What follows belongs to an exercise in optimizing a design on an open flow for small area, a short achievable clock period and few clock cycles; a production flow would make more cautious choices. In this exercise RTL edits were held to simulation tests only and were not proved equivalent to the original. No activity file was given, so power comes from the tool's default toggle rates.

// core_top
module core_top #(
    parameter ADDR_WIDTH        = 32,
    parameter DATA_WIDTH        = 32,
    parameter HART_ID           = 0,
    parameter COND_ENTRY_NUM    = 8,
    parameter COND_DATA_WIDTH   = 32,
    parameter UNCOND_ENTRY_NUM  = 8,
    parameter UNCOND_DATA_WIDTH = 32
)
(
    input                       clk_i,
    input                       rst_i,
    input                       stall_i,
    input  [ADDR_WIDTH-1 : 0]   init_pc_addr_i,
    input  [DATA_WIDTH-1 : 0]   instruction_i,
    input                       instruction_ready_i,
    output [ADDR_WIDTH-1 : 0]   instruction_addr_o,
    output                      instruction_req_o,
    input  [DATA_WIDTH-1 : 0]   data_read_i,
    input                       data_ready_i,
    output [DATA_WIDTH-1 : 0]   data_write_o,
    output [ADDR_WIDTH-1 : 0]   data_addr_o,
    output                      data_rw_o,       
    output [DATA_WIDTH/8-1 : 0] data_byte_enable_o,
    output                      data_req_o,
    input                       ext_irq_i,
    input                       tmr_irq_i,
    input                       sft_irq_i
);
Settings: LEC_CHECK=0, CAP_MARGIN=20, CORE_MARGIN=2, CORE_UTILIZATION=40, SLEW_MARGIN=20; clock period 20.0 ns.
standard.sh (not shown) runs the stock make flow with config.mk's settings and CLKGATE_MAP_FILE= SYNTH_SCRIPT=/design/flow/synth_recipe.tcl, a recipe that flattens the netlist after the stock synthesis.
==> flow/flow/run.sh <==
#!/bin/bash
# Standard ORFS layout (the standard.sh, unchanged synthesis) with timing
# repair asked to aim for more setup slack than the 20 ns constraint needs,
# without removing buffers (which can leave max-slew violations), and larger
# clock-tree sink clusters.  make's full output goes to flow.log.
set -euo pipefail
bash standard.sh SETUP_SLACK_MARGIN=14 TNS_END_PERCENT=10 SKIP_BUFFER_REMOVAL=1 CTS_CLUSTER_SIZE=30 CTS_CLUSTER_DIAMETER=60 finish > flow.log 2>&1
Testbench counts at the start, summed over its fixed seeds: cycles 48,105.
Change:
--- a/flow/flow/run.sh
+++ b/flow/flow/run.sh
@@ -7 +7 @@
-bash standard.sh SETUP_SLACK_MARGIN=14 TNS_END_PERCENT=10 SKIP_BUFFER_REMOVAL=1 CTS_CLUSTER_SIZE=30 CTS_CLUSTER_DIAMETER=60 finish > flow.log 2>&1
+bash standard.sh SETUP_SLACK_MARGIN=14 TNS_END_PERCENT=10 SKIP_BUFFER_REMOVAL=1 CTS_CLUSTER_SIZE=30 CTS_CLUSTER_DIAMETER=60 CORE_UTILIZATION=80 finish > flow.log 2>&1
Result: With this change the flow died in global routing (5_1_grt); synthesized cell count is unchanged; area after synthesis is unchanged.
Change:
--- a/flow/flow/run.sh
+++ b/flow/flow/run.sh
@@ -7 +7 @@
-bash standard.sh SETUP_SLACK_MARGIN=14 TNS_END_PERCENT=10 SKIP_BUFFER_REMOVAL=1 CTS_CLUSTER_SIZE=30 CTS_CLUSTER_DIAMETER=60 CORE_UTILIZATION=80 finish > flow.log 2>&1
+bash standard.sh SETUP_SLACK_MARGIN=14 TNS_END_PERCENT=10 SKIP_BUFFER_REMOVAL=1 CTS_CLUSTER_SIZE=30 CTS_CLUSTER_DIAMETER=60 CORE_UTILIZATION=60 finish > flow.log 2>&1
=>
- The changed run completed and failed the layout checks on max-capacitance violations, max-slew violations
- synthesized area stays the same
- synthesized cell count stays the same
Change:
==> flow/flow/run.sh (replaced) <==
#!/bin/bash
# Standard ORFS layout (the standard.sh, unchanged synthesis) with:
#  - timing repair asked to aim for more setup slack than the 20 ns
#    constraint needs (SETUP_SLACK_MARGIN), on the worst 10% of endpoints;
#  - no buffer removal during timing repair (it can leave max-slew faults);
#  - larger clock-tree sink clusters;
#  - a denser core.
# make's full output goes to flow.log in this folder.
set -euo pipefail
bash standard.sh SETUP_SLACK_MARGIN=14 TNS_END_PERCENT=10 SKIP_BUFFER_REMOVAL=1 CTS_CLUSTER_SIZE=30 CTS_CLUSTER_DIAMETER=60 CORE_UTILIZATION=50 finish > flow.log 2>&1
=>
- This time the run finished clean
- design area rises by 0.92%
- sequential share of layout area goes down by 0.35 points
- sequential cell count stays the same
- non-clock buffer count falls by 45
- combinational power stays flat
- fmax is lower by 1.7%
- global-route usage is lower by 6.8 points
- area after synthesis stays the same
- total power rises by 2.3%

==> static timing again, ports no longer ideal <==
How much do the figures lean on ideal ports? The routed layouts below were timed once more, with nothing changed but the port constraints.
Step 1 assumes that a clkbuf_16 drives the clock port and a buf_2 every other input.
Step 2 also shifts input and output timing later by t, the mid clock arrival at the registers, as if the neighbouring blocks saw the same clock.
Three values: no drivers, after step 1, after step 2; two values: the first two.
run | t (ns) | slack for setup (ns) | hold slack, ns | clock arrival spread, ns | worst register clock-pin slew, ns
the first run | 1.151 | 13.149 / 13.006 / 12.351 | 0.403 / 0.403 / 0.403 | 0.142 / 0.142 | 0.11 / 0.11
the third run | 1.126 | 13.429 / 13.311 / 12.443 | 0.415 / 0.415 / 0.415 | 0.159 / 0.159 | 0.12 / 0.12
the fourth run | 1.125 | 13.316 / 13.197 / 12.288 | 0.410 / 0.410 / 0.410 | 0.094 / 0.094 | 0.10 / 0.10
For the fourth run, which loses most, drivers alone change the setup slack by -0.119 ns; drivers and shift together by -1.028 ns.
